From an optimization exercise on the open Yosys and OpenROAD flow, aimed at small area, a short achievable clock period and few clock cycles; shortcuts taken in it are not production practice.
Where RTL was checked, it was by simulation tests only, not by an equivalence proof against the original.
No functional check of the RTL was part of runs 4 to 6.
Power figures rest on the tool's default switching activity, not on a simulated workload.

### design.v
module cla16 (
  input  [15:0] a,
  input  [15:0] b,
  input         ci,
  output [15:0] s,
  output        co);
  wire [15:0] g0 = a & b;
  wire [15:0] p0 = a ^ b;
  wire [15:0] g1, p1, g2, p2, g3, p3, g4, p4;
  genvar i;
  generate for (i = 0; i < 16; i = i + 1) begin : pfx
    if (i % 2 == 1) begin : l1
      assign g1[i] = g0[i] | (p0[i] & g0[i - 1]);
      assign p1[i] = p0[i] & p0[i - 1];
    end else begin : l1n
      assign g1[i] = g0[i]; assign p1[i] = p0[i];
    end
    if (i % 4 >= 2) begin : l2
      assign g2[i] = g1[i] | (p1[i] & g1[(i / 4) * 4 + 1]);
      assign p2[i] = p1[i] & p1[(i / 4) * 4 + 1];
    end else begin : l2n
      assign g2[i] = g1[i]; assign p2[i] = p1[i];
    end
    if (i % 8 >= 4) begin : l3
      assign g3[i] = g2[i] | (p2[i] & g2[(i / 8) * 8 + 3]);
      assign p3[i] = p2[i] & p2[(i / 8) * 8 + 3];
    end else begin : l3n
      assign g3[i] = g2[i]; assign p3[i] = p2[i];
    end
    if (i >= 8) begin : l4
      assign g4[i] = g3[i] | (p3[i] & g3[7]);
      assign p4[i] = p3[i] & p3[7];
    end else begin : l4n
      assign g4[i] = g3[i]; assign p4[i] = p3[i];
    end
  end endgenerate
  wire [16:0] c = {g4 | (p4 & {16{ci}}), ci};
  assign s  = p0 ^ c[15:0];
  assign co = c[16];
endmodule
module proc (
  input         clk,
  input         rst,
  output [15:0] imem_addr,
  input  [15:0] imem_rdata,
  input         imem_ready,
  output [15:0] dmem_addr,
  output [15:0] dmem_wdata,
  output        dmem_rd,
  output        dmem_wr,
  input  [15:0] dmem_rdata,
  input         dmem_ready,
  output        halt);
  localparam [15:0] NOP = 16'h0800;
  reg [4:0] op;            
  reg [1:0] fn;            
  reg [2:0] wsel;          
  reg [15:0] yi;           
  reg [15:0] pc2;
  reg f_pcrel, f_rfmt, f_inv, f_jmp, f_br, f_ld, f_st;
  reg [15:0] r0, r1, r2, r3, r4, r5, r6, r7;
  wire op_halt  = (op == 5'b00000);
  wire op_j     = (op == 5'b00100);
  wire op_jr    = (op == 5'b00101);
  wire op_jal   = (op == 5'b00110);
  wire op_jalr  = (op == 5'b00111);
  wire op_addi  = (op == 5'b01000);
  wire op_subi  = (op == 5'b01001);
  wire op_xori  = (op == 5'b01010);
  wire op_andni = (op == 5'b01011);
  wire op_br    = (op[4:2] == 3'b011);
  wire op_st    = (op == 5'b10000);
  wire op_ld    = (op == 5'b10001);
  wire op_slbi  = (op == 5'b10010);
  wire op_stu   = (op == 5'b10011);
  wire op_shi   = (op[4:2] == 3'b101);
  wire op_lbi   = (op == 5'b11000);
  wire op_btr   = (op == 5'b11001);
  wire op_shr   = (op == 5'b11010);
  wire op_ar    = (op == 5'b11011);
  wire op_set   = (op[4:2] == 3'b111);
  wire op_mem   = f_ld | f_st;
  wire rfmt     = f_rfmt;                          
  wire inv      = f_inv;                           
  function [15:0] rsel;
    input [2:0] s;
    input [15:0] a0, a1, a2, a3, a4, a5, a6, a7;
    case (s)
      3'd0: rsel = a0; 3'd1: rsel = a1; 3'd2: rsel = a2; 3'd3: rsel = a3;
      3'd4: rsel = a4; 3'd5: rsel = a5; 3'd6: rsel = a6; default: rsel = a7;
    endcase
  endfunction
  reg  [15:0] rs, rt;
  wire [15:0] rfa = rsel(imem_rdata[10:8], r0, r1, r2, r3, r4, r5, r6, r7);
  wire [15:0] rfb = rsel(imem_rdata[7:5],  r0, r1, r2, r3, r4, r5, r6, r7);
  wire pcrel = f_pcrel;
  wire [15:0] y = rfmt ? rt : yi;
  wire [15:0] x = pcrel ? pc2 : rs ^ {16{inv}};
  wire [16:0] sum;
  cla16 add (.a(x), .b(y), .ci(inv), .s(sum[15:0]), .co(sum[16]));
  wire [3:0] cnt  = y[3:0];
  wire [1:0] sk   = op_shr ? fn : op[1:0];         
  wire [3:0] lamt = sk[1] ? (4'd0 - cnt) : cnt;
  wire [31:0] dbl = {rs, rs} << lamt;
  wire [15:0] rot = dbl[31:16];
  wire [15:0] mask_l = 16'hffff << cnt;
  wire [15:0] mask_r = 16'hffff >> cnt;
  wire [15:0] smask = ~sk[0] ? 16'hffff : sk[1] ? mask_r : mask_l;
  wire [15:0] shres = rot & smask;
  wire [15:0] xr = rs ^ y;
  wire eq  = ~|xr;
  wire ovf = (rt[15] ^ rs[15]) & (sum[15] ^ rt[15]);
  wire ge  = ~(sum[15] ^ ovf);                     
  reg setbit;
  always @* begin
    case (op[1:0])
      2'b00: setbit = eq;
      2'b01: setbit = ge & ~eq;                    
      2'b10: setbit = ge;                          
      default: setbit = sum[16];                   
    endcase
  end
  wire [15:0] btr;
  genvar g;
  generate for (g = 0; g < 16; g = g + 1) begin : rev
    assign btr[g] = rs[15 - g];
  end endgenerate
  wire arith = op_addi | op_subi | (op_ar & ~fn[1]) | op_stu;
  wire lxor  = op_xori | (op_ar & fn == 2'b10);
  wire landn = op_andni | (op_ar & fn == 2'b11);
  wire shf   = op_shi | op_shr;
  wire link  = op_jal | op_jalr;
  wire [15:0] res =
      ({16{arith}}  & sum[15:0])
    | ({16{lxor}}   & xr)
    | ({16{landn}}  & (rs & ~y))
    | ({16{shf}}    & shres)
    | ({16{op_set}} & {15'b0, setbit})
    | ({16{op_btr}} & btr)
    | ({16{op_lbi}} & yi)
    | ({16{op_slbi}} & {rs[7:0], yi[7:0]})
    | ({16{link}}   & pc2)
    | ({16{op_ld}}  & dmem_rdata);
  wire misal = op_mem & sum[0];
  assign dmem_addr  = {sum[15:1], 1'b0};
  assign dmem_wdata = rt;
  assign dmem_rd    = f_ld & ~sum[0];
  assign dmem_wr    = f_st & ~sum[0];
  wire stop = op_halt | misal;
  wire hold = stop | ((dmem_rd | dmem_wr) & ~dmem_ready);
  assign halt = stop;
  wire wr = arith | lxor | landn | shf | op_set | op_btr | op_lbi | op_slbi | link | op_ld;
  wire we = wr & ~hold;
  always @(posedge clk) begin
    if (we && wsel == 3'd0) r0 <= res;
    if (we && wsel == 3'd1) r1 <= res;
    if (we && wsel == 3'd2) r2 <= res;
    if (we && wsel == 3'd3) r3 <= res;
    if (we && wsel == 3'd4) r4 <= res;
    if (we && wsel == 3'd5) r5 <= res;
    if (we && wsel == 3'd6) r6 <= res;
    if (we && wsel == 3'd7) r7 <= res;
  end
  wire taken = f_br & (op[1] ? (rs[15] ^ op[0]) : ((rs == 16'b0) ^ op[0]));
  wire [15:0] nxt = (taken | f_jmp) ? sum[15:0] : pc2;
  assign imem_addr = {nxt[15:1], 1'b0};
  wire [15:0] fi = imem_rdata;
  wire [4:0] fo = fi[15:11];
  wire [4:0] fop = imem_ready ? fo : NOP[15:11];
  wire f_j    = (fo == 5'b00100) | (fo == 5'b00110);                          
  wire f_imm8 = (fo[4:2] == 3'b011) | (fo == 5'b00101) | (fo == 5'b00111)     
              | (fo == 5'b11000) | (fo == 5'b10010);                          
  wire f_zx5  = (fo == 5'b01010) | (fo == 5'b01011);                          
  wire [15:0] f_imm = f_j    ? {{5{fi[10]}}, fi[10:0]}
                    : f_imm8 ? {{8{fi[7]}}, fi[7:0]}
                    : {{11{fi[4] & ~f_zx5}}, fi[4:0]};
  wire [2:0] f_wsel = (fo == 5'b00110 || fo == 5'b00111) ? 3'd7               
                    : (fo == 5'b11000 || fo == 5'b10010 || fo == 5'b10011) ? fi[10:8]   
                    : (fo[4:3] == 2'b11) ? fi[4:2]                              
                    : fi[7:5];
  always @(posedge clk) begin
    if (!hold) begin
      rs <= (wr && wsel == imem_rdata[10:8]) ? res : rfa;
      rt <= (wr && wsel == imem_rdata[7:5])  ? res : rfb;
      fn   <= fi[1:0];
      wsel <= f_wsel;
      yi   <= f_imm;
      f_pcrel <= (fo[4:2] == 3'b011) | (fo == 5'b00100) | (fo == 5'b00110);
      f_rfmt  <= (fo == 5'b11011) | (fo == 5'b11010) | (fo[4:2] == 3'b111);
      f_inv   <= (fo == 5'b01001) | (fo == 5'b11011 && fi[1:0] == 2'b01)
               | (fo == 5'b11101) | (fo == 5'b11110);
    end
    if (rst) begin
      op  <= NOP[15:11];
      pc2 <= 16'h0000;
      {f_jmp, f_br, f_ld, f_st} <= 4'b0;
    end else if (!hold) begin
      op  <= fop;
      pc2 <= imem_ready ? nxt + 16'd2 : nxt;
      f_jmp   <= (fop[4:2] == 3'b001);
      f_br    <= (fop[4:2] == 3'b011);
      f_ld    <= (fop == 5'b10001);
      f_st    <= (fop == 5'b10000) | (fop == 5'b10011);
    end
  end
endmodule
### flow/run.sh
#!/bin/bash
# The standard layout, with two changes: ports are buffered with buf_1 cells
# (instead of the clkdlybuf4s50_1 that buffer_ports picks by default), and
# the resizer may change a cell's footprint when it sizes cells up or down.
set -euo pipefail
bash standard.sh MATCH_CELL_FOOTPRINT=0 "BUFFER_PORTS_ARGS=-buffer_cell sky130_fd_sc_hd__buf_1" finish > flow_make.log 2>&1
### standard.sh
#!/bin/bash
# synth_recipe.tcl (not shown) runs the flow's synth.tcl, then flattens the netlist and writes it again
# the make line also repeats each setting of config.mk as NAME=value (left out here)
make -C /OpenROAD-flow-scripts/flow DESIGN_CONFIG=/design/flow/config.mk WORK_HOME=/design/flow/orfs CLKGATE_MAP_FILE= SYNTH_SCRIPT=/design/flow/synth_recipe.tcl "${@:-finish}"
### config.mk
export PLATFORM = sky130hd
export DESIGN_NAME = proc
export DESIGN_NICKNAME = proc
export VERILOG_FILES = /design/flow/design.v
export SDC_FILE = /design/flow/constraint.sdc
export NUM_CORES = 4
export LEC_CHECK = 0
export ABC_AREA = 1
export CAP_MARGIN = 20
export CORE_MARGIN = 2
export CORE_UTILIZATION = 50
export SETUP_SLACK_MARGIN = 4.5
export SLEW_MARGIN = 20
export TNS_END_PERCENT = 0
### constraint.sdc
create_clock -name core_clock -period 10.0 [get_ports {clk}]
set_input_delay 2.0000 -clock core_clock [delete_from_list [all_inputs] [get_ports {clk}]]
set_output_delay 2.0000 -clock core_clock [all_outputs]
set_load 0.01 [all_outputs]
==> flow_metrics.tcl, run 1 <==
set metrics [dict create \
    run_status "timing/DRC/antenna clean" \
    worst-endpoint-arrival_ns 3.33 \
    synth_area_leaders "sky130_fd_sc_hd__edfxtp_1 (40%), sky130_fd_sc_hd__nand2_1 (9.4%), sky130_fd_sc_hd__inv_1 (7.1%)" \
    worst-r2r-setup-slack_ns 5.79 \
    antenna_found_initial 0 \
    route.detailed.wl_per_inst_um 23.0 \
    power_density_nw_per_um2 193 \
    worst_slew_pin_slew_ns 1.13 \
    cts.reportedPaths.clkPinSlew_ns 0.06 \
    hold_class "reg2reg" \
    place_congestion 1.05 \
    final_max_slew_viol_count 0 \
    antenna-diode-count 0 \
    dieArea_um2 28000 \
    seq_area_um2 5820 \
    area_growth_syn_to_layout_pct 10.8 \
    cellInternalPower_uw 1780 \
    cts.sinks 202 \
    yosys_warnings 1 \
    clock.fmax_mhz 187 \
    vias_per_cell 5.94 \
    final-setup-viol-count 0 \
    synth_cells 1644 \
    syn-mean-instance-area_um2 8.12 \
    netSwitchingFraction_pct 37.4 \
    first_pass_iters 16 \
    delay_of_the_slowest_cell_on_the_worst_path_ns 0.48 \
    crit_cells 14 \
    clock_path_buffers 3 \
    regToRegStartpoint "f_rfmt" \
    timing.critical_path.max_delay_family "simple AND/OR/NAND/NOR gates" \
    cts_root_buffer "sky130_fd_sc_hd__clkbuf_16" \
    p_clk_share_pct 29.4 \
    worst-setup-path-type "reg2out" \
    synth.cell_area_um2 13400 \
    gr-total-overflow 0 \
    hold_depth 2 \
    io_buffer_count 84 \
    critical_path_buf_inv_count 3 \
    cts_buffers 24 \
    postRouteWirelength_um 47400 \
    ctsHtreeMaxLevel 1 \
    synth_ff_type "sky130_fd_sc_hd__edfxtp_1" \
    netlist.area_leader.share_pct 39.8 \
    power.total_uw 2850 \
    regToRegEndpoint "rt[1]" \
    pin_count 87 \
    final.hold.worst_slack_ns 0.502 \
    drive_gt1_share_pct 8.71 \
    post-route-util_pct 56.6 \
    timing.critical_path.to_type "output pin" \
    sequential_power_share_pct 37.7 \
    path_common_cell "sky130_fd_sc_hd__nand2_1" \
    combinationalPowerShare_pct 33.0 \
    coreArea_um2 26100 \
    maximum_number_of_pins_on_one_net_before_global_route_repair 50 \
    multi_input_comb_area_um2 6170 \
    crit_path_cell_trace "buf_4 > buf_2 > o21ai_4 > ha_1 > nand2_1 > nand2_1 > nand2_1 > nand2_1 > nand2_1 > nand3_1 > xor2_1 > nand2_1 > nand2_2 > buf_1" \
    final_hold_viol_count 0 \
    power_leakage_uw 0.00609 \
    portion_of_the_post_synthesis_area_used_by_sequential_elements_pct 43.6 \
    drc 0 \
    dr_total_vias 12222 \
    worst_skew_pair.late_latency_ns 0.52 \
    min_period_over_period_pct 53.3 \
    fill_cell_instance_count_of_the_final_layout 2471 \
    grt_use_total_pct 33.2 \
    yosys.cell_count.top_type "sky130_fd_sc_hd__nand2_1" \
    synth_enable_flop_cells 177 \
    antenna_violating_nets_post_route 0 \
    worst_case_reg_to_reg_path_depth 17 \
    holdBufCountCts 0 \
    yosys.cell_types.count 60 \
    min_delay_worst_endpoint "f_ld" \
    period_minus_slack_ns 5.33 \
    cp-start-kind "register" \
    worstPathRequired_ns 8.00 \
    post-synth-top-area-cell "sky130_fd_sc_hd__edfxtp_1" \
    dpl.hpwl_um 34500 \
    synthArstFlopShare_pct 0 \
    slowest_stage "sky130_fd_sc_hd__xor2_1" \
    rows 59 \
    die_width_um 167 \
    final_net_count 1780 \
    drtIter0Drc 1537 \
    rsz_0062_raised_after_global_routing "no" \
    die_y_um 167 \
    top_cells_by_instance_count_after_synthesis "sky130_fd_sc_hd__nand2_1 (334), sky130_fd_sc_hd__inv_1 (254), sky130_fd_sc_hd__edfxtp_1 (177)" \
    fin_skew_ns 0.0228 \
    cap_violations 0 \
    grt_pass1_wl_um 70000 \
    first_global_vias 11204 \
    timing.slew.headroom_pct 22.8 \
    cts_tree "done" \
    reported_net_switching_power_uw 1060 \
    vdd.ir_drop.worst_uv 149 \
    floorplan.initialDensity_pct 51.1 \
    total_of_flip_flops_plus_latches_after_synthesis 202 \
    hold_path.startpoint "f_ld" \
    crit_path_max_fanout 5 \
    setup_tns_ns 0 \
]
-- power groups by stage --
| stage | Combinational, µW | Clock (µW) | Sequential (µW) |
|---|---|---|---|
| finish | 939 | 836 | 1070 |
| global route | 1030 | 875 | 1080 |
| CTS | 881 | 846 | 1070 |
| detailed placement | 859 | 0 | 1090 |
| global placement | 856 | 0 | 1090 |
| floorplan | 659 | 0 | 1050 |
-- layout make-up --
type / instances / share of cell area (%)
well taps: 335 / 2.83
repair buffers: 117 / 3.98
repair inverters: 1 / 0.0507
flip-flops and latches: 202 / 39.3
clock inverters: 15 / 0.939
clock buffers: 28 / 4.16
multi-input cells: 1084 / 41.7
inverters: 276 / 7.03
-- worst max path at each step --
stage / end / slack (ns) / startpoint
floorplan: imem_addr[15] / 4.92 / f_inv
global placement: imem_addr[15] / 4.66 / f_inv
detailed placement: imem_addr[15] / 4.56 / f_rfmt
CTS: imem_addr[15] / 4.50 / f_rfmt
global route: imem_addr[15] / 4.44 / f_rfmt
finish: imem_addr[8] / 4.67 / f_rfmt
-- placed cells by master, fill, tap and decap left out, types with 15 or more instances in the layout --
cell type,instances
sky130_fd_sc_hd__a21oi_1,89
sky130_fd_sc_hd__buf_1,83
sky130_fd_sc_hd__buf_4,26
sky130_fd_sc_hd__clkbuf_16,24
sky130_fd_sc_hd__dfxtp_1,25
sky130_fd_sc_hd__edfxtp_1,177
sky130_fd_sc_hd__ha_1,34
sky130_fd_sc_hd__inv_1,253
sky130_fd_sc_hd__inv_2,17
sky130_fd_sc_hd__nand2_1,334
sky130_fd_sc_hd__nand2_2,15
sky130_fd_sc_hd__nand3_1,72
sky130_fd_sc_hd__nand4_1,28
sky130_fd_sc_hd__nor2_1,108
sky130_fd_sc_hd__o211ai_1,32
sky130_fd_sc_hd__o21a_1,22
sky130_fd_sc_hd__o21ai_0,49
sky130_fd_sc_hd__o21ai_1,36
sky130_fd_sc_hd__o221ai_1,25
sky130_fd_sc_hd__o22ai_1,83
sky130_fd_sc_hd__xnor2_1,25
-- worst register-to-register path: stages, from the launching register on --
cell	delay, ns
sky130_fd_sc_hd__edfxtp_1	0.40
sky130_fd_sc_hd__buf_2	0.20
sky130_fd_sc_hd__inv_2	0.08
sky130_fd_sc_hd__nand2_1	0.17
sky130_fd_sc_hd__nand2_8	0.19
sky130_fd_sc_hd__inv_2	0.19
sky130_fd_sc_hd__ha_1	0.19
sky130_fd_sc_hd__inv_1	0.05
sky130_fd_sc_hd__ha_1	0.26
sky130_fd_sc_hd__inv_1	0.04
sky130_fd_sc_hd__o21ai_2	0.54
sky130_fd_sc_hd__inv_2	0.27
sky130_fd_sc_hd__mux2i_1	0.24
sky130_fd_sc_hd__nand2_1	0.09
sky130_fd_sc_hd__nand3_1	0.19
sky130_fd_sc_hd__o21ai_1	0.74
sky130_fd_sc_hd__nand2_1	0.10
sky130_fd_sc_hd__o21ai_1	0.11
-- layer usage --
metal,GRT usage (%),share of wire [%],up-vias
met2,55.7,47,644
met4,12.6,4.3,0
li1,-,-,5788
met1,44.2,40,5661
met3,4.35,9.0,129
met5,0,0,-
-- cell families after synthesis --
| kind of cell | share of synthesized area (%) |
|---|---|
| buf+inv | 11.2 |
| compound gates | 19.5 |
| xor+xnor | 2.56 |
| simple gates | 19.3 |
| mux | 0.225 |
| other cells | 0.0281 |
| flops | 43.6 |
| fa+ha+maj | 3.62 |
-- repair_timing --
item / in CTS / in global routing
setup endpoints to repair: 24 / 10
cloned: 1 / 1
gates resized for setup: 9 / 28
pin swaps: 0 / 6
buffers inserted: 6 / 12
-- through the flow --
stage,instance area (µm²),worst slack [ns],cells
after detailed placement,13700,4.56,1994
after floorplan,13400,4.92,1645
after CTS,14600,4.50,2044
final,14800,4.67,2058
after global routing,14800,4.44,2058
after global placement,13700,4.66,1994
Testbench counts, summed over its fixed seeds: cycles 20,438.
==> run 2, diff against run 1 <==
--- a/config.mk
+++ b/config.mk
@@ -5,10 +5,10 @@
 export SDC_FILE = /design/flow/constraint.sdc
 export NUM_CORES = 4
 export LEC_CHECK = 0
-export ABC_AREA = 1
+export ABC_AREA = 0
 export CAP_MARGIN = 20
 export CORE_MARGIN = 2
-export CORE_UTILIZATION = 50
+export CORE_UTILIZATION = 60
 export SETUP_SLACK_MARGIN = 4.5
 export SLEW_MARGIN = 20
 export TNS_END_PERCENT = 0
==> flow_metrics.tcl, run 2 <==
set metrics [dict create \
    run_status "timing/DRC/antenna clean" \
    mostFrequentLayoutCell "sky130_fd_sc_hd__edfxtp_1" \
    fin_skew_ns 0.0325 \
    power_density_nw_per_um2 191 \
    timing.slew.headroom_pct 32.8 \
    min_delay_worst_endpoint "f_st" \
    post-synth-top-area-cell "sky130_fd_sc_hd__edfxtp_1" \
    hold_class "reg2reg" \
    cellInternalPower_uw 1850 \
    final_max_slew_viol_count 0 \
    sequential_power_share_pct 36.5 \
    area_growth_syn_to_layout_pct 12.9 \
    coreArea_um2 22000 \
    hold_depth 2 \
    yosys_warnings 1 \
    regToRegEndpoint "r5[4]" \
    holdBufCountCts 0 \
    grt_use_total_pct 37.6 \
    antenna-diode-count 0 \
    grt_pass1_wl_um 67600 \
    total_of_flip_flops_plus_latches_after_synthesis 202 \
    detailed_place.area_um2 14000 \
    first_pass_iters 6 \
    yosys.cell_count.top_type "sky130_fd_sc_hd__edfxtp_1" \
    drtIter0Drc 1592 \
    final_net_count 1520 \
    worstPathRequired_ns 8.00 \
    synth.cell_area_um2 13500 \
    worst_case_reg_to_reg_path_depth 14 \
    final_cell_mix "sky130_fd_sc_hd__edfxtp_1 (177), sky130_fd_sc_hd__nand2_1 (149), sky130_fd_sc_hd__o21ai_0 (112), sky130_fd_sc_hd__a21oi_1 (101), sky130_fd_sc_hd__nor2_1 (80)" \
    worst-setup-path-type "reg2out" \
    combinationalPowerShare_pct 36.0 \
    final-setup-viol-count 0 \
    pin_count 87 \
    portion_of_the_post_synthesis_area_used_by_sequential_elements_pct 43.0 \
    synth_cells 1377 \
    syn-mean-instance-area_um2 9.82 \
    cts.sinks 202 \
    cap_violations 0 \
    gr-total-overflow 0 \
    yosys.cell_types.count 81 \
    power_leakage_uw 0.00567 \
    io_buffer_count 84 \
    synth_enable_flop_cells 177 \
    cts_tree "done" \
    die_y_um 154 \
    min_period_over_period_pct 55.9 \
    setup_tns_ns 0 \
    worst_slew_pin_slew_ns 1.00 \
    top_cells_by_instance_count_after_synthesis "sky130_fd_sc_hd__edfxtp_1 (177), sky130_fd_sc_hd__nand2_1 (150), sky130_fd_sc_hd__o21ai_0 (117)" \
    maximum_number_of_pins_on_one_net_before_global_route_repair 69 \
    netlist.area_leader.share_pct 39.3 \
    rsz_0062_raised_after_global_routing "yes" \
    place_congestion 1.00 \
    dieArea_um2 23800 \
    period_minus_slack_ns 5.59 \
    route.detailed.wl_per_inst_um 26.1 \
    drive_gt1_share_pct 14.4 \
    clock_path_buffers 3 \
    synth_ff_type "sky130_fd_sc_hd__edfxtp_1" \
    dpl.hpwl_um 30900 \
    cp-start-kind "register" \
    die_width_um 154 \
    crit_path_max_fanout 8 \
    clock.fmax_mhz 179 \
    timing.critical_path.to_type "output pin" \
    floorplan.initialDensity_pct 61.6 \
    vias_per_cell 6.92 \
    cts.reportedPaths.clkPinSlew_ns 0.06 \
    p_clk_share_pct 27.5 \
    worst-endpoint-arrival_ns 3.59 \
    synth_area_leaders "sky130_fd_sc_hd__edfxtp_1 (39%), sky130_fd_sc_hd__mux2i_1 (5.3%), sky130_fd_sc_hd__o21ai_0 (4.3%)" \
    final_hold_viol_count 0 \
    antenna_found_initial 1 \
    finalInstanceArea_um2 15300 \
    antenna_violating_nets_post_route 0 \
    startpoint "f_rfmt" \
    netSwitchingFraction_pct 36.6 \
    cts_buffers 22 \
    regToRegStartpoint "f_rfmt" \
    reported_net_switching_power_uw 1070 \
    dr_total_vias 12049 \
    synthArstFlopShare_pct 0 \
    cts_root_buffer "sky130_fd_sc_hd__clkbuf_16" \
    first_global_vias 11266 \
    power.total_uw 2920 \
    drc 0 \
    postRouteWirelength_um 45400 \
    rows 54 \
    hold_path.startpoint "f_st" \
    ctsHtreeMaxLevel 1 \
    worst_skew_pair.late_latency_ns 0.54 \
    worst-r2r-setup-slack_ns 4.82 \
    vdd.ir_drop.worst_uv 168 \
]
[run 2: logic make-up after synthesis]
logic type / synth area share (%)
compound gates: 21.0
simple gates: 12.8
fa+ha+maj: 3.57
mux: 11.6
xor+xnor: 2.91
other cells: 0.0277
flops: 43.0
buf+inv: 5.12
[run 2: what timing repair did]
item / in CTS / in global routing
pin swaps: 5 / 11
endpoints found under the setup margin: 27 / 22
setup buffers: 14 / 20
resized for setup: 33 / 30
[run 2: how the worst max path moves through the flow]
stage	slack (ns)	endpoint	depth (start not counted)
after detailed placement	3.75	imem_addr[15]	10
after global placement	3.80	imem_addr[15]	10
after floorplan	4.55	imem_addr[15]	11
after CTS	4.40	imem_addr[15]	11
final	4.41	imem_addr[14]	11
after global routing	4.29	imem_addr[14]	12
[run 2: routing by layer]
metal	global-route usage [%]	vias up	routed length (µm)
met3	5.47	180	4220
met2	60.5	812	20900
met1	48.2	5686	17100
li1	-	5369	-
met4	23.4	2	3220
met5	0	-	9
[run 2: cell type report]
class	instances	area, µm²
clock buffer	29	577
sequential	202	5820
fill	1724	6690
clock inverter	11	136
tap	280	350
timing repair buffer	151	857
inverter	55	206
multi-input combinational	1014	7320
[run 2: critical path: stages (launching register included)]
cell and delay, ns:
sky130_fd_sc_hd__edfxtp_1 0.47, sky130_fd_sc_hd__buf_6 0.17, sky130_fd_sc_hd__buf_4 0.12, sky130_fd_sc_hd__mux2_2 0.36
sky130_fd_sc_hd__ha_1 0.31, sky130_fd_sc_hd__a221oi_2 0.36, sky130_fd_sc_hd__o31a_1 0.34, sky130_fd_sc_hd__o22ai_4 0.16
sky130_fd_sc_hd__o2111a_1 0.29, sky130_fd_sc_hd__a311oi_4 0.29, sky130_fd_sc_hd__inv_1 0.06, sky130_fd_sc_hd__buf_2 0.14
[run 2: per-stage QoR]
stage | setup WS [ns] | instances | hold WS [ns] | utilization, %
final | 4.41 | 1742 | 0.477 | 69.5
after global routing | 4.29 | 1742 | 0.508 | 69.5
after CTS | 4.40 | 1721 | 0.479 | 68.1
after detailed placement | 3.75 | 1667 | 0.471 | 63.7
after global placement | 3.80 | 1667 | 0.463 | 63.7
after floorplan | 4.55 | 1378 | 0.450 | -
[run 2: power by group through the flow]
stage	sequential (µW)	combinational (µW)	clock [µW]
4_1_cts	1060	957	809
2_1_floorplan	1040	668	0
5_1_grt	1060	1110	841
3_5_place_dp	1080	889	0
6_report	1060	1050	802
3_3_place_gp	1080	879	0
==> run 3, diff against run 2 <==
--- a/config.mk
+++ b/config.mk
@@ -5,10 +5,11 @@
 export SDC_FILE = /design/flow/constraint.sdc
 export NUM_CORES = 4
 export LEC_CHECK = 0
-export ABC_AREA = 0
+export ABC_AREA = 1
 export CAP_MARGIN = 20
 export CORE_MARGIN = 2
-export CORE_UTILIZATION = 60
+export CORE_UTILIZATION = 65
+export PLACE_DENSITY = 0.7
 export SETUP_SLACK_MARGIN = 4.5
 export SLEW_MARGIN = 20
 export TNS_END_PERCENT = 0
==> flow_metrics.tcl, run 3 <==
set metrics [dict create \
    run_status "timing/DRC/antenna clean" \
    final_net_count 1765 \
    regToRegStartpoint "op[1]" \
    worst-setup-path-type "reg2out" \
    routed-wl-met2_um 19800 \
    postRouteWirelength_um 43200 \
    synth_cells 1644 \
    vdd.ir_drop.worst_uv 220 \
    met3WireLength_um 4820 \
    number_of_placed_cells_counting_well_taps 1931 \
    crit_path_max_fanout 22 \
    finalInstanceArea_um2 14400 \
    detailed_place.area_um2 13700 \
    portion_of_the_post_synthesis_area_used_by_sequential_elements_pct 43.6 \
    largest_family_of_logic_cells_by_synthesized_area "compound AO/OA/AOI/OAI gates" \
    dieArea_um2 21700 \
    final_cell_count_no_fill 1971 \
    cts_tree "done" \
    holdBufCountCts 0 \
    worst_skew_pair.late_latency_ns 0.52 \
    ctsHtreeMaxLevel 1 \
    fin_skew_ns 0.0169 \
    coreArea_um2 20200 \
    antenna_found_initial 0 \
    final-setup-viol-count 0 \
    yosys_warnings 1 \
    synth_area_leaders "sky130_fd_sc_hd__edfxtp_1 (40%), sky130_fd_sc_hd__nand2_1 (9.4%), sky130_fd_sc_hd__inv_1 (7.1%)" \
    synth-adder-area-share_pct 3.62 \
    dr_total_vias 12450 \
    drtIter0Drc 1689 \
    top_cells_by_instance_count_after_synthesis "sky130_fd_sc_hd__nand2_1 (334), sky130_fd_sc_hd__inv_1 (254), sky130_fd_sc_hd__edfxtp_1 (177)" \
    cts_buffers 21 \
    mux_cell_area_share_after_synthesis_pct 0.225 \
    synthArstFlopShare_pct 0 \
    area_growth_syn_to_layout_pct 8.14 \
    post-synth-top-area-cell "sky130_fd_sc_hd__edfxtp_1" \
    syn-mean-instance-area_um2 8.12 \
    worstPathRequired_ns 8.00 \
    cp-start-kind "register" \
    synth.cell_area_um2 13400 \
    worst_slew_pin_slew_ns 1.11 \
    timing.critical_path.to_type "output pin" \
    power_density_nw_per_um2 183 \
    multi_input_comb_area_um2 6150 \
    synthSimpleGateAreaFrac_pct 19.3 \
    seq_area_um2 5820 \
    startpoint "f_rfmt" \
    netlist.area_leader.share_pct 39.8 \
    worst-endpoint-arrival_ns 3.27 \
    first_pass_iters 5 \
    first_global_vias 11718 \
    setup_tns_ns 0 \
    vias_per_cell 6.32 \
    fill_cell_instance_count_of_the_final_layout 1643 \
    io_buffer_count 84 \
    floorplan.initialDensity_pct 66.2 \
    route.top_layer_used "met4" \
    gr-total-overflow 0 \
    min_period_over_period_pct 52.7 \
    cts.reportedPaths.clkPinSlew_ns 0.06 \
    antenna_violating_nets_post_route 0 \
    drc 0 \
    cts.sinks 202 \
    total_of_flip_flops_plus_latches_after_synthesis 202 \
    route.detailed.wl_per_inst_um 21.9 \
    hold_path.startpoint "f_ld" \
    met1Wirelength_um 15700 \
    yosys.cell_types.count 60 \
    cap_violations 0 \
    pin_count 87 \
    yosys.area_share.xor_xnor_pct 2.56 \
    synth_enable_flop_cells 177 \
    final_max_slew_viol_count 0 \
    mostFrequentLayoutCell "sky130_fd_sc_hd__nand2_1" \
    final_cell_mix "sky130_fd_sc_hd__nand2_1 (331), sky130_fd_sc_hd__inv_1 (253), sky130_fd_sc_hd__edfxtp_1 (177), sky130_fd_sc_hd__nor2_1 (106), sky130_fd_sc_hd__a21oi_1 (87)" \
    grt_pass1_wl_um 65800 \
    synth_ff_type "sky130_fd_sc_hd__edfxtp_1" \
    power_leakage_uw 0.00596 \
    antenna-diode-count 0 \
    final_hold_viol_count 0 \
    yosys.cell_count.top_type "sky130_fd_sc_hd__nand2_1" \
    hold_class "reg2reg" \
    die_width_um 147 \
    grt_use_total_pct 39.6 \
    place_congestion 1.00 \
    drive_gt1_share_pct 8.00 \
    compound_gate_fraction_of_synth_area_pct 19.5 \
    power.total_uw 2650 \
    rsz_0062_raised_after_global_routing "yes" \
    maximum_number_of_pins_on_one_net_before_global_route_repair 39 \
    die_y_um 147 \
    timing.slew.headroom_pct 26.0 \
    final.hold.worst_slack_ns 0.500 \
    dpl.hpwl_um 30800 \
    cts_root_buffer "sky130_fd_sc_hd__clkbuf_16" \
    period_minus_slack_ns 5.27 \
    clock.fmax_mhz 190 \
    clock_path_buffers 3 \
    rows 52 \
]
[run 3: cells by family (layout without fill, tap and decap cells)]
kind of cell | Yosys count | count (layout)
simple gates | 600 | 600
fa+ha+maj | 38 | 38
flops | 202 | 202
compound gates | 405 | 405
buf+inv | 359 | 415
other cells | 1 | 2
xor+xnor | 36 | 36
mux | 3 | 3
[run 3: repair_timing]
action / in CTS / in global routing
setup endpoints to repair: 14 / 7
setup buffers: 5 / 1
cloned: 1 / 0
resized for setup: 8 / 25
pin swaps: 1 / 4
[run 3: worst max-delay path, stage by stage (launching register included)]
cell and delay [ns]:
sky130_fd_sc_hd__edfxtp_1 0.38, sky130_fd_sc_hd__buf_6 0.19, sky130_fd_sc_hd__nor2_2 0.15, sky130_fd_sc_hd__inv_1 0.13, sky130_fd_sc_hd__o21ai_0 0.16, sky130_fd_sc_hd__inv_1 0.10
sky130_fd_sc_hd__ha_1 0.37, sky130_fd_sc_hd__nand2_1 0.14, sky130_fd_sc_hd__o21ai_2 0.24, sky130_fd_sc_hd__a21boi_2 0.09, sky130_fd_sc_hd__nand3_1 0.10, sky130_fd_sc_hd__nand2_1 0.07
sky130_fd_sc_hd__nand2_2 0.10, sky130_fd_sc_hd__xor2_2 0.19, sky130_fd_sc_hd__nand2_1 0.09, sky130_fd_sc_hd__o21ai_2 0.09, sky130_fd_sc_hd__buf_2 0.16
[run 3: area by class of cell]
cell class / instances / share of cell area [%]
Multi-Input combinational cell: 1084 / 42.6
Sequential cell: 202 / 40.3
Inverter: 276 / 7.20
Clock buffer: 25 / 3.74
Timing Repair Buffer: 105 / 3.51
Tap cell: 270 / 2.34
Clock inverter: 8 / 0.295
Timing Repair inverter: 1 / 0.0520
[run 3: power breakdown]
group | internal, µW | leakage, µW | switching, µW
clock | 382 | 0.000293 | 322
combinational | 286 | 0.00375 | 598
sequential | 994 | 0.00191 | 66.1
[run 3: worst paths after layout]
check                           slack (ns)             to  cells after the start
worst min register to register        0.50           f_ld                      2
worst max-delay path                  4.73  imem_addr[15]                     16
worst max register to register        5.84          rt[4]                      9
worst min-delay path                  0.50           f_ld                      2
[run 3: through the flow]
stage,utilization [%],setup WS [ns]
floorplan,-,4.92
global placement,67.7,4.66
detailed placement,67.7,4.57
CTS,71.1,4.53
global route,71.6,4.45
finish,71.6,4.73
[run 3: layer usage]
| layer | track usage, % | vias up |
|---|---|---|
| met5 | 0 | - |
| li1 | - | 5746 |
| met4 | 22.5 | 0 |
| met2 | 65.0 | 868 |
| met3 | 7.17 | 201 |
| met1 | 49.7 | 5635 |
==> run 4, diff against run 3 <==
--- a/design.v
+++ b/design.v
@@ -57,7 +57,7 @@
   reg [2:0] wsel;          
   reg [15:0] yi;           
   reg [15:0] pc2;
-  reg f_pcrel, f_rfmt, f_inv, f_jmp, f_br, f_ld, f_st;
+  reg f_rfmt, f_inv, f_redir, f_ld, f_st;
   reg [15:0] r0, r1, r2, r3, r4, r5, r6, r7;
   wire op_halt  = (op == 5'b00000);
   wire op_j     = (op == 5'b00100);
@@ -93,9 +93,8 @@
   reg  [15:0] rs, rt;
   wire [15:0] rfa = rsel(imem_rdata[10:8], r0, r1, r2, r3, r4, r5, r6, r7);
   wire [15:0] rfb = rsel(imem_rdata[7:5],  r0, r1, r2, r3, r4, r5, r6, r7);
-  wire pcrel = f_pcrel;
   wire [15:0] y = rfmt ? rt : yi;
-  wire [15:0] x = pcrel ? pc2 : rs ^ {16{inv}};
+  wire [15:0] x = rs;
   wire [16:0] sum;
   cla16 add (.a(x), .b(y), .ci(inv), .s(sum[15:0]), .co(sum[16]));
   wire [3:0] cnt  = y[3:0];
@@ -108,14 +107,15 @@
   wire [15:0] smask = ~sk[0] ? 16'hffff : sk[1] ? mask_r : mask_l;
   wire [15:0] shres = rot & smask;
   wire [15:0] xr = rs ^ y;
-  wire eq  = ~|xr;
-  wire ovf = (rt[15] ^ rs[15]) & (sum[15] ^ rt[15]);
+  wire eq  = ~|xr;                                
+  wire ne  = ~&xr;                                 
+  wire ovf = ~(rt[15] ^ rs[15]) & (sum[15] ^ rt[15]);
   wire ge  = ~(sum[15] ^ ovf);                     
   reg setbit;
   always @* begin
     case (op[1:0])
       2'b00: setbit = eq;
-      2'b01: setbit = ge & ~eq;                    
+      2'b01: setbit = ge & ne;                     
       2'b10: setbit = ge;                          
       default: setbit = sum[16];                   
     endcase
@@ -161,12 +161,17 @@
     if (we && wsel == 3'd6) r6 <= res;
     if (we && wsel == 3'd7) r7 <= res;
   end
-  wire taken = f_br & (op[1] ? (rs[15] ^ op[0]) : ((rs == 16'b0) ^ op[0]));
-  wire [15:0] nxt = (taken | f_jmp) ? sum[15:0] : pc2;
+  wire [15:0] nxt = f_redir ? sum[15:0] : pc2;
+  wire [15:0] nxt2 = nxt + 16'd2;
   assign imem_addr = {nxt[15:1], 1'b0};
   wire [15:0] fi = imem_rdata;
   wire [4:0] fo = fi[15:11];
   wire [4:0] fop = imem_ready ? fo : NOP[15:11];
+  wire f_pc  = (fo[4:2] == 3'b011) | (fo == 5'b00100) | (fo == 5'b00110);    
+  wire f_sub = (fo == 5'b01001) | (fo == 5'b11011 && fi[1:0] == 2'b01)        
+             | (fo == 5'b11101) | (fo == 5'b11110);                          
+  wire [15:0] rsb = (wr && wsel == imem_rdata[10:8]) ? res : rfa;
+  wire f_cond = fo[1] ? (rsb[15] ^ fo[0]) : ((rsb == 16'b0) ^ fo[0]);
   wire f_j    = (fo == 5'b00100) | (fo == 5'b00110);                          
   wire f_imm8 = (fo[4:2] == 3'b011) | (fo == 5'b00101) | (fo == 5'b00111)     
               | (fo == 5'b11000) | (fo == 5'b10010);                          
@@ -180,25 +185,22 @@
                     : fi[7:5];
   always @(posedge clk) begin
     if (!hold) begin
-      rs <= (wr && wsel == imem_rdata[10:8]) ? res : rfa;
+      rs <= f_pc ? nxt2 : (rsb ^ {16{f_sub}});
       rt <= (wr && wsel == imem_rdata[7:5])  ? res : rfb;
       fn   <= fi[1:0];
       wsel <= f_wsel;
       yi   <= f_imm;
-      f_pcrel <= (fo[4:2] == 3'b011) | (fo == 5'b00100) | (fo == 5'b00110);
       f_rfmt  <= (fo == 5'b11011) | (fo == 5'b11010) | (fo[4:2] == 3'b111);
-      f_inv   <= (fo == 5'b01001) | (fo == 5'b11011 && fi[1:0] == 2'b01)
-               | (fo == 5'b11101) | (fo == 5'b11110);
+      f_inv   <= f_sub;
     end
     if (rst) begin
       op  <= NOP[15:11];
       pc2 <= 16'h0000;
-      {f_jmp, f_br, f_ld, f_st} <= 4'b0;
+      {f_redir, f_ld, f_st} <= 3'b0;
     end else if (!hold) begin
       op  <= fop;
-      pc2 <= imem_ready ? nxt + 16'd2 : nxt;
-      f_jmp   <= (fop[4:2] == 3'b001);
-      f_br    <= (fop[4:2] == 3'b011);
+      pc2 <= imem_ready ? nxt2 : nxt;
+      f_redir <= (fop[4:2] == 3'b001) | ((fop[4:2] == 3'b011) & f_cond);
       f_ld    <= (fop == 5'b10001);
       f_st    <= (fop == 5'b10000) | (fop == 5'b10011);
     end
--- a/config.mk
+++ b/config.mk
@@ -8,8 +8,7 @@
 export ABC_AREA = 1
 export CAP_MARGIN = 20
 export CORE_MARGIN = 2
-export CORE_UTILIZATION = 65
-export PLACE_DENSITY = 0.7
+export CORE_UTILIZATION = 60
 export SETUP_SLACK_MARGIN = 4.5
 export SLEW_MARGIN = 20
 export TNS_END_PERCENT = 0
==> flow_metrics.tcl, run 4 <==
set metrics [dict create \
    cts_tree "done" \
    hold_depth 2 \
    synth_ff_type "sky130_fd_sc_hd__edfxtp_1" \
    place_congestion 1.03 \
    routed-wl-met2_um 22100 \
    yosys.cell_count.top_type "sky130_fd_sc_hd__nand2_1" \
    dpl.hpwl_um 36900 \
    startpoint "f_rfmt" \
    syn-mean-instance-area_um2 7.64 \
    worst-setup-path-type "reg2out" \
    setup_tns_ns 0 \
    final_critical_path_setup_slack_ns 4.56 \
    first_global_vias 12493 \
    floorplan.initialDensity_pct 60.7 \
    maximum_number_of_pins_on_one_net_before_global_route_repair 66 \
    cts_buffers 17 \
    antenna_violating_nets_post_route 0 \
    mostFrequentLayoutCell "sky130_fd_sc_hd__nand2_1" \
    run_status "timing/DRC/antenna clean" \
    worst_skew_pair.late_latency_ns 0.46 \
    timing.slew.headroom_pct 22.1 \
    period_minus_slack_ns 5.44 \
    drc 0 \
    power_density_nw_per_um2 184 \
    rows 55 \
    first_pass_iters 7 \
    cap_violations 0 \
    synthArstFlopShare_pct 0 \
    vdd.ir_drop.worst_uv 138 \
    final_cell_mix "sky130_fd_sc_hd__nand2_1 (392), sky130_fd_sc_hd__inv_1 (261), sky130_fd_sc_hd__nand3_1 (184), sky130_fd_sc_hd__edfxtp_1 (176), sky130_fd_sc_hd__nor2_1 (136)" \
    antenna-diode-count 0 \
    reported_net_switching_power_uw 1110 \
    portion_of_the_post_synthesis_area_used_by_sequential_elements_pct 42.3 \
    coreArea_um2 22400 \
    worstPathRequired_ns 8.00 \
    area_growth_syn_to_layout_pct 8.15 \
    met3WireLength_um 5550 \
    netSwitchingFraction_pct 41.0 \
    antenna_found_initial 1 \
    postRouteWirelength_um 49500 \
    min_period_over_period_pct 54.4 \
    total_of_flip_flops_plus_latches_after_synthesis 200 \
    synth.cell_area_um2 13600 \
    cp-start-kind "register" \
    die_y_um 155 \
    pin_count 87 \
    gr-total-overflow 0 \
    clock.fmax_mhz 184 \
    grt_use_total_pct 41.2 \
    hold_path.startpoint "pc2[9]" \
    top_cells_by_instance_count_after_synthesis "sky130_fd_sc_hd__nand2_1 (394), sky130_fd_sc_hd__inv_1 (263), sky130_fd_sc_hd__nand3_1 (184)" \
    die_width_um 155 \
    power_leakage_uw 0.00633 \
    io_buffer_count 84 \
    sequential_power_share_pct 39.8 \
    drtIter0Drc 1970 \
    dr_total_vias 13582 \
    yosys_warnings 1 \
    worst_slew_pin_slew_ns 1.16 \
    cts.sinks 200 \
    timing.critical_path.to_type "output pin" \
    cts.reportedPaths.clkPinSlew_ns 0.10 \
    min_delay_worst_endpoint "pc2[9]" \
    crit_path_max_fanout 12 \
    regToRegEndpoint "pc2[9]" \
    fin_skew_ns 0.0245 \
    p_clk_share_pct 26.6 \
    dpl_ws_ns 4.51 \
    post-synth-top-area-cell "sky130_fd_sc_hd__edfxtp_1" \
    worst-r2r-setup-slack_ns 5.46 \
    route.detailed.wl_per_inst_um 23.2 \
    dieArea_um2 23900 \
    fill_cell_instance_count_of_the_final_layout 1972 \
    clock_path_buffers 2 \
    final_net_count 1904 \
    hold_class "reg2reg" \
    grt_pass1_wl_um 73700 \
    worst-endpoint-arrival_ns 3.44 \
    combinationalPowerShare_pct 33.6 \
    post-route-util_pct 65.6 \
    regToRegStartpoint "f_rfmt" \
    synth_cells 1783 \
    cellInternalPower_uw 1600 \
    cts_root_buffer "sky130_fd_sc_hd__clkbuf_16" \
    route.top_layer_used "met5" \
    yosys.cell_types.count 56 \
    synth_enable_flop_cells 176 \
    final-setup-viol-count 0 \
    worst_case_reg_to_reg_path_depth 20 \
    netlist.area_leader.share_pct 38.8 \
    vias_per_cell 6.38 \
    drive_gt1_share_pct 6.29 \
    final_max_slew_viol_count 0 \
    final_hold_viol_count 0 \
    holdBufCountCts 0 \
    rsz_0062_raised_after_global_routing "yes" \
    synth_area_leaders "sky130_fd_sc_hd__edfxtp_1 (39%), sky130_fd_sc_hd__nand2_1 (11%), sky130_fd_sc_hd__inv_1 (7.3%)" \
    ctsHtreeMaxLevel 4 \
    met1Wirelength_um 18600 \
]
==> run 4: layer usage <==
metal / up-vias / track usage, %
li1: 6162 / -
met1: 6289 / 53.6
met2: 942 / 64.5
met3: 187 / 7.45
met4: 2 / 24.9
met5: - / 0
==> run 4: cell families (layout without fill, tap and decap cells) <==
kind of cell	count (synthesis)	after routing	share of synthesized area, %
AO/OA/AOI/OAI	359	359	16.1
XOR/XNOR	24	24	1.60
adder cells (fa/ha/maj)	38	38	3.55
buffers and inverters	355	414	10.6
flip-flops	200	200	42.3
other	1	2	0.0275
AND/OR/NAND/NOR	806	806	25.8
==> run 4: per-stage QoR <==
| step | area, µm² | std cells | hold slack, ns | total power (µW) |
|---|---|---|---|---|
| finish | 14700 | 2128 | 0.470 | 2710 |
| global placement | 14000 | 2086 | 0.454 | 1950 |
| global route | 14700 | 2128 | 0.492 | 2810 |
| detailed placement | 14000 | 2086 | 0.459 | 1950 |
| floorplan | 13600 | 1784 | 0.436 | 1650 |
| CTS | 14600 | 2122 | 0.473 | 2660 |
==> run 4: repair_timing <==
| action | CTS | global route |
|---|---|---|
| hold endpoints to repair | 0 | 0 |
| pin swaps | 0 | 2 |
| gates resized for setup | 2 | 16 |
| endpoints found under the setup margin | 24 | 13 |
| buffers inserted | 4 | 6 |
==> run 4: critical path: stages, from the launching register on <==
cell,delay [ns]
sky130_fd_sc_hd__edfxtp_1,0.51
sky130_fd_sc_hd__buf_4,0.20
sky130_fd_sc_hd__nand2_1,0.06
sky130_fd_sc_hd__o21ai_0,0.08
sky130_fd_sc_hd__buf_4,0.19
sky130_fd_sc_hd__ha_1,0.38
sky130_fd_sc_hd__inv_1,0.12
sky130_fd_sc_hd__a21oi_2,0.24
sky130_fd_sc_hd__nand3_1,0.13
sky130_fd_sc_hd__nand2_1,0.13
sky130_fd_sc_hd__nand2_1,0.07
sky130_fd_sc_hd__nand2_1,0.07
sky130_fd_sc_hd__nand2_1,0.08
sky130_fd_sc_hd__xor2_2,0.27
sky130_fd_sc_hd__nand2_1,0.11
sky130_fd_sc_hd__o21ai_2,0.16
sky130_fd_sc_hd__buf_1,0.19
==> run 4: layout make-up <==
| cell class | count | area, µm² | share of cell area, % |
|---|---|---|---|
| multi-input cells | 1229 | 6450 | 43.8 |
| flip-flops and latches | 200 | 5770 | 39.2 |
| inverters | 274 | 1040 | 7.04 |
| repair buffers | 108 | 495 | 3.36 |
| clock buffers | 17 | 425 | 2.89 |
| well taps | 285 | 357 | 2.42 |
| clock inverters | 15 | 196 | 1.33 |
==> run 4: worst max path at each step <==
stage               cells after the start            end  slack, ns
floorplan                              15  imem_addr[12]       5.42
finish                                 16   imem_addr[7]       4.56
detailed placement                     12  imem_addr[13]       4.51
CTS                                    12  imem_addr[13]       4.50
global route                           16   imem_addr[7]       4.39
global placement                       12  imem_addr[13]       4.55
==> run 4: power by group through the flow <==
| stage | Clock (µW) | Combinational (µW) | Sequential (µW) |
|---|---|---|---|
| 2_1_floorplan | 0 | 597 | 1050 |
| 3_3_place_gp | 0 | 857 | 1090 |
| 3_5_place_dp | 0 | 862 | 1090 |
| 4_1_cts | 715 | 872 | 1070 |
| 5_1_grt | 744 | 987 | 1080 |
| 6_report | 721 | 910 | 1080 |
==> run 5, diff against run 4 <==
--- a/config.mk
+++ b/config.mk
@@ -9,6 +9,6 @@
 export CAP_MARGIN = 20
 export CORE_MARGIN = 2
 export CORE_UTILIZATION = 60
-export SETUP_SLACK_MARGIN = 4.5
+export SETUP_SLACK_MARGIN = 5
 export SLEW_MARGIN = 20
 export TNS_END_PERCENT = 0
==> flow_metrics.tcl, run 5 <==
set metrics [dict create \
    mostFrequentLayoutCell "sky130_fd_sc_hd__nand2_1" \
    grt_pass1_wl_um 74700 \
    dpl.hpwl_um 36900 \
    clock.fmax_mhz 199 \
    maximum_number_of_pins_on_one_net_before_global_route_repair 66 \
    area_growth_syn_to_layout_pct 12.5 \
    die_width_um 155 \
    hold_class "reg2reg" \
    final_max_slew_viol_count 0 \
    ctsHtreeMaxLevel 4 \
    holdBufCountCts 0 \
    dieArea_um2 23900 \
    cp-start-kind "register" \
    first_global_vias 12627 \
    worst-endpoint-arrival_ns 3.02 \
    worst_skew_pair.late_latency_ns 0.46 \
    detailed_place.area_um2 14000 \
    portion_of_the_post_synthesis_area_used_by_sequential_elements_pct 42.3 \
    final_cell_mix "sky130_fd_sc_hd__nand2_1 (378), sky130_fd_sc_hd__inv_1 (254), sky130_fd_sc_hd__nand3_1 (182), sky130_fd_sc_hd__edfxtp_1 (176), sky130_fd_sc_hd__nor2_1 (130)" \
    io_buffer_count 84 \
    dr_total_vias 13758 \
    syn-mean-instance-area_um2 7.64 \
    cts_root_buffer "sky130_fd_sc_hd__clkbuf_16" \
    drc 0 \
    place_congestion 1.03 \
    netlist.area_leader.share_pct 38.8 \
    rows 55 \
    timing.critical_path.to_type "output pin" \
    power_leakage_uw 0.00654 \
    post-synth-top-area-cell "sky130_fd_sc_hd__edfxtp_1" \
    synth_area_leaders "sky130_fd_sc_hd__edfxtp_1 (39%), sky130_fd_sc_hd__nand2_1 (11%), sky130_fd_sc_hd__inv_1 (7.3%)" \
    final_hold_viol_count 0 \
    synth_ff_type "sky130_fd_sc_hd__edfxtp_1" \
    min_period_over_period_pct 50.2 \
    final-setup-viol-count 0 \
    gr-total-overflow 0 \
    post-route-util_pct 68.3 \
    setup_tns_ns 0 \
    vias_per_cell 6.39 \
    period_minus_slack_ns 5.02 \
    timing.slew.headroom_pct 18.1 \
    fin_skew_ns 0.0227 \
    final_net_count 1927 \
    synthArstFlopShare_pct 0 \
    die_y_um 155 \
    cts_buffers 17 \
    yosys.cell_types.count 56 \
    cts.reportedPaths.clkPinSlew_ns 0.10 \
    worstPathRequired_ns 8.00 \
    antenna_found_initial 2 \
    synth_enable_flop_cells 176 \
    cap_violations 0 \
    route.detailed.wl_per_inst_um 23.2 \
    clock_path_buffers 2 \
    coreArea_um2 22400 \
    worst_slew_pin_slew_ns 1.22 \
    rsz_0062_raised_after_global_routing "yes" \
    postRouteWirelength_um 50000 \
    floorplan.initialDensity_pct 60.7 \
    drtIter0Drc 1997 \
    vdd.ir_drop.worst_uv 139 \
    total_of_flip_flops_plus_latches_after_synthesis 200 \
    top_cells_by_instance_count_after_synthesis "sky130_fd_sc_hd__nand2_1 (394), sky130_fd_sc_hd__inv_1 (263), sky130_fd_sc_hd__nand3_1 (184)" \
    crit_path_max_fanout 5 \
    drive_gt1_share_pct 11.3 \
    antenna_violating_nets_post_route 0 \
    cts.sinks 200 \
    first_pass_iters 8 \
    synth_cells 1783 \
    worst-r2r-setup-slack_ns 5.59 \
    power_density_nw_per_um2 185 \
    yosys_warnings 1 \
    grt_use_total_pct 41.6 \
    finalInstanceArea_um2 15300 \
    yosys.cell_count.top_type "sky130_fd_sc_hd__nand2_1" \
    worst-setup-path-type "reg2out" \
    cts_tree "done" \
    synth.cell_area_um2 13600 \
    pin_count 87 \
    run_status "timing/DRC/antenna clean" \
]
-- run 5: cell counts after synthesis --
Identical to the previous run, type by type.
-- run 5: worst max-delay path, cell delays in order, from the launching register on --
cell and delay (ns):
sky130_fd_sc_hd__edfxtp_1 0.37, sky130_fd_sc_hd__buf_6 0.14, sky130_fd_sc_hd__clkinvlp_4 0.11, sky130_fd_sc_hd__or2_2 0.32, sky130_fd_sc_hd__o21ai_4 0.07, sky130_fd_sc_hd__ha_1 0.28, sky130_fd_sc_hd__nor2_2 0.17, sky130_fd_sc_hd__nand2_2 0.11
sky130_fd_sc_hd__nor2_2 0.17, sky130_fd_sc_hd__nor2_4 0.07, sky130_fd_sc_hd__nand2_4 0.09, sky130_fd_sc_hd__nand2_2 0.06, sky130_fd_sc_hd__nand2_1 0.05, sky130_fd_sc_hd__nand2_1 0.07, sky130_fd_sc_hd__and2_4 0.15, sky130_fd_sc_hd__nand2_1 0.10
sky130_fd_sc_hd__o21ai_4 0.08, sky130_fd_sc_hd__buf_2 0.18
-- run 5: cell families after synthesis --
kind of cell	after synthesis	synth area share, %
simple gates	806	25.8
fa+ha+maj	38	3.55
compound gates	359	16.1
xor+xnor	24	1.60
flops	200	42.3
other cells	1	0.0275
buf+inv	355	10.6
-- run 5: worst paths after layout --
check,cells after the start,to,from
worst max-delay path,17,imem_addr[10],f_rfmt
worst max register to register,23,f_redir,f_rfmt
worst min register to register,2,pc2[9],pc2[9]
worst min-delay path,2,pc2[9],pc2[9]
-- run 5: layer usage --
| metal | track usage [%] | share of wire [%] | up-vias | routed length [µm] |
|---|---|---|---|---|
| met4 | 24.6 | 6.9 | 2 | 3470 |
| met3 | 7.51 | 11 | 212 | 5630 |
| met5 | 0 | 0.054 | - | 27 |
| met2 | 65.7 | 45 | 1016 | 22300 |
| met1 | 53.9 | 37 | 6312 | 18600 |
| li1 | - | - | 6216 | - |
-- run 5: area by class of cell --
cell class                      instances  area [µm²]
Timing Repair inverter                  1        7.51
Clock buffer                           17         425
Tap cell                              285         357
Inverter                              274        1040
Fill cell                            1916        7110
Antenna cell                            1        2.50
Sequential cell                       200        5770
Multi-Input combinational cell       1229        6840
Timing Repair Buffer                  130         689
Clock inverter                         15         196
-- run 5: power by group --
| part | internal [µW] | switching (µW) | leakage (µW) |
|---|---|---|---|
| clock network | 344 | 374 | 0.000298 |
| logic | 330 | 699 | 0.00435 |
| registers | 996 | 87.2 | 0.00189 |
| total | 1670 | 1160 | 0.00654 |
-- run 5: what timing repair did --
action                                  CTS  global route
cloned                                    1             0
endpoints found under the setup margin   33            22
resized for setup                        85            47
pin swaps                                11            12
buffers inserted                         25             7
-- run 5: through the flow --
stage / hold slack (ns) / power [µW] / std cells / setup slack (ns)
floorplan: 0.436 / 1650 / 1784 / 5.42
global placement: 0.454 / 1950 / 2086 / 4.55
detailed placement: 0.459 / 1950 / 2086 / 4.51
CTS: 0.473 / 2740 / 2144 / 4.99
global route: 0.492 / 2930 / 2151 / 4.88
finish: 0.469 / 2830 / 2152 / 4.98
==> run 6, diff against run 5 <==
==> flow/run.sh (replaced) <==
#!/bin/bash
# The standard layout, with two changes: ports are buffered with buf_1 cells
# (instead of the clkdlybuf4s50_1 that buffer_ports picks by default), and
# the resizer may change a cell's footprint when it sizes cells up or down.
set -euo pipefail
bash standard.sh MATCH_CELL_FOOTPRINT=0 SETUP_SLACK_MARGIN=5.5 "BUFFER_PORTS_ARGS=-buffer_cell sky130_fd_sc_hd__buf_1" finish > flow_make.log 2>&1
==> flow_metrics.tcl, run 6 <==
set metrics [dict create \
    run_status "timing/DRC/antenna clean" \
    grt_use_total_pct 41.9 \
    total_of_flip_flops_plus_latches_after_synthesis 200 \
    first_global_vias 12734 \
    power_density_nw_per_um2 186 \
    yosys_warnings 1 \
    worst_slew_pin_slew_ns 1.23 \
    min_period_over_period_pct 51.2 \
    synth_area_leaders "sky130_fd_sc_hd__edfxtp_1 (39%), sky130_fd_sc_hd__nand2_1 (11%), sky130_fd_sc_hd__inv_1 (7.3%)" \
    timing.critical_path.to_type "output pin" \
    cp-start-kind "register" \
    worst-setup-path-type "reg2out" \
    timing.slew.headroom_pct 18.2 \
    final_hold_viol_count 0 \
    vdd.ir_drop.worst_uv 140 \
    vias_per_cell 6.44 \
    top_cells_by_instance_count_after_synthesis "sky130_fd_sc_hd__nand2_1 (394), sky130_fd_sc_hd__inv_1 (263), sky130_fd_sc_hd__nand3_1 (184)" \
    antenna_found_initial 1 \
    finalInstanceArea_um2 15600 \
    first_pass_iters 9 \
    cts_tree "done" \
    worstPathRequired_ns 8.00 \
    hold_class "reg2reg" \
    pin_count 87 \
    dpl.hpwl_um 36700 \
    worst_skew_pair.late_latency_ns 0.45 \
    cts_buffers 17 \
    final_net_count 1935 \
    yosys.cell_types.count 56 \
    final_cell_mix "sky130_fd_sc_hd__nand2_1 (358), sky130_fd_sc_hd__inv_1 (249), sky130_fd_sc_hd__nand3_1 (179), sky130_fd_sc_hd__edfxtp_1 (176), sky130_fd_sc_hd__nor2_1 (128)" \
    yosys.cell_count.top_type "sky130_fd_sc_hd__nand2_1" \
    rsz_0062_raised_after_global_routing "yes" \
    place_congestion 1.09 \
    crit_path_max_fanout 9 \
    dr_total_vias 13910 \
    clock_path_buffers 2 \
    drc 0 \
    area_growth_syn_to_layout_pct 14.3 \
    synth_cells 1783 \
    post-synth-top-area-cell "sky130_fd_sc_hd__edfxtp_1" \
    portion_of_the_post_synthesis_area_used_by_sequential_elements_pct 42.3 \
    postRouteWirelength_um 50800 \
    cap_violations 0 \
    worst-endpoint-arrival_ns 3.12 \
    synthArstFlopShare_pct 0 \
    gr-total-overflow 0 \
    antenna_violating_nets_post_route 0 \
    final-setup-viol-count 0 \
    final_max_slew_viol_count 0 \
    floorplan.initialDensity_pct 60.7 \
    netlist.area_leader.share_pct 38.8 \
    power.total_uw 2890 \
    drive_gt1_share_pct 13.5 \
    io_buffer_count 84 \
    detailed_place.area_um2 14000 \
    power_leakage_uw 0.00662 \
    period_minus_slack_ns 5.12 \
    ctsHtreeMaxLevel 4 \
    die_width_um 155 \
    cts.sinks 200 \
    synth.cell_area_um2 13600 \
    grt_pass1_wl_um 74800 \
    syn-mean-instance-area_um2 7.64 \
    die_y_um 155 \
    setup_tns_ns 0 \
    clock.fmax_mhz 195 \
    maximum_number_of_pins_on_one_net_before_global_route_repair 60 \
    mostFrequentLayoutCell "sky130_fd_sc_hd__nand2_1" \
    cts.reportedPaths.clkPinSlew_ns 0.09 \
    drtIter0Drc 2016 \
    route.detailed.wl_per_inst_um 23.5 \
    synth_enable_flop_cells 176 \
    dieArea_um2 23900 \
    synth_ff_type "sky130_fd_sc_hd__edfxtp_1" \
    rows 55 \
    cts_root_buffer "sky130_fd_sc_hd__clkbuf_16" \
    coreArea_um2 22400 \
    fin_skew_ns 0.0205 \
]
[run 6: cell counts after synthesis]
Identical to the previous run, type by type.
[run 6: critical path, stage by stage, from the launching register on]
cell and delay (ns):
sky130_fd_sc_hd__edfxtp_1 0.52, sky130_fd_sc_hd__buf_6 0.18, sky130_fd_sc_hd__buf_8 0.15, sky130_fd_sc_hd__nand2_2 0.09, sky130_fd_sc_hd__o21ai_4 0.08, sky130_fd_sc_hd__ha_4 0.33, sky130_fd_sc_hd__inv_2 0.07, sky130_fd_sc_hd__a21oi_4 0.20
sky130_fd_sc_hd__nand2_2 0.09, sky130_fd_sc_hd__nand2_4 0.11, sky130_fd_sc_hd__nand2_4 0.10, sky130_fd_sc_hd__a21boi_2 0.19, sky130_fd_sc_hd__and2_4 0.18, sky130_fd_sc_hd__nand2_1 0.08, sky130_fd_sc_hd__o21ai_4 0.15, sky130_fd_sc_hd__buf_6 0.14
[run 6: timing repair]
| item | 4_1_cts | 5_1_grt |
|---|---|---|
| pin swaps | 4 | 37 |
| cloned | 0 | 1 |
| hold buffers | 0 | 0 |
| resized for setup | 29 | 154 |
| buffers inserted | 9 | 32 |
| setup endpoints to repair | 229 | 81 |
[run 6: area by class of cell]
| type | instances | area [µm²] |
|---|---|---|
| antenna | 1 | 2.50 |
| multi-input combinational | 1229 | 6990 |
| tap | 285 | 357 |
| fill | 1884 | 6870 |
| timing repair inverter | 1 | 7.51 |
| clock inverter | 14 | 193 |
| timing repair buffer | 138 | 782 |
| sequential | 200 | 5770 |
| clock buffer | 18 | 429 |
| inverter | 274 | 1040 |
[run 6: per-stage QoR]
step	utilization, %	hold slack, ns	worst slack (ns)	std cells
2_1_floorplan	-	0.436	5.51	1784
3_3_place_gp	62.3	0.455	4.57	2085
3_5_place_dp	62.3	0.456	4.49	2085
4_1_cts	65.9	0.470	4.85	2126
5_1_grt	69.4	0.484	4.78	2159
6_report	69.4	0.470	4.88	2160
[run 6: final timing paths]
check / start / slack (ns) / endpoint / cells after the start
worst max register to register: f_rfmt / 5.58 / f_redir / 23
worst min-delay path: pc2[5] / 0.47 / pc2[5] / 2
worst max-delay path: f_rfmt / 4.88 / imem_addr[9] / 15
worst min register to register: pc2[5] / 0.47 / pc2[5] / 2
[run 6: power breakdown]
group          switching (µW)  total (µW)  internal (µW)  leakage (µW)
clock                     366         711            345      0.000298
combinational             732        1090            360       0.00443
sequential               92.6        1090            996       0.00189
total                    1190        2890           1700       0.00662
[run 6: cells by family (layout without fill, tap and decap cells)]
family          after synthesis  count (layout)  synth area share, %
simple gates                806             806                 25.8
compound gates              359             359                 16.1
buf+inv                     355             445                 10.6
flops                       200             200                 42.3
fa+ha+maj                    38              38                 3.55
xor+xnor                     24              24                 1.60
other cells                   1               3               0.0275
[run 6: layer usage]
metal / track usage, % / vias to the layer above / share of wire, %
met5: 0 / - / 0
met4: 28.0 / 0 / 7.9
met3: 10.3 / 265 / 12
met2: 65.3 / 1022 / 45
met1: 52.0 / 6387 / 35
li1: - / 6236 / -

[what the ideal ports hide]
The flow's constraints put no driver on any port. The routed layouts listed below were extracted and timed again, unchanged, in two steps. Step 1 (the two cells are an assumption about what drives the block):
set clk [get_ports {clk}]
set_driving_cell -lib_cell sky130_fd_sc_hd__clkbuf_16 $clk
set_driving_cell -lib_cell sky130_fd_sc_hd__buf_2 [delete_from_list [all_inputs] $clk]
Step 2 times the ports against the registers' clock, not the clock port: input delays grow and output delays shrink by t, the midpoint of the rising clock arrivals with the driver on. Three values: no drivers, after step 1, after step 2; two values: the first two.
| run | shift t [ns] | setup WS [ns] | worst setup path at the end | clock arrival spread, ns | cell pins on the clock port's net |
|---|---|---|---|---|---|
| run 1 | 0.559 | 4.665 / 4.615 / 5.174 | register to output | 0.023 / 0.022 | 1 |
| run 2 | 0.566 | 4.410 / 4.364 / 4.818 | register to register | 0.033 / 0.033 | 1 |
| run 3 | 0.564 | 4.728 / 4.678 / 5.241 | register to output | 0.017 / 0.017 | 1 |
| run 4 | 0.495 | 4.561 / 4.510 / 4.919 | input to register | 0.025 / 0.025 | 1 |
| run 5 | 0.497 | 4.982 / 4.930 / 4.825 | input to register | 0.023 / 0.023 | 1 |
| run 6 | 0.491 | 4.884 / 4.835 / 4.975 | input to register | 0.020 / 0.020 | 1 |
After both steps setup and hold are still met in every run listed. The setup slack of run 5, which loses most, moves by -0.052 ns with the drivers and by -0.157 ns with both steps.
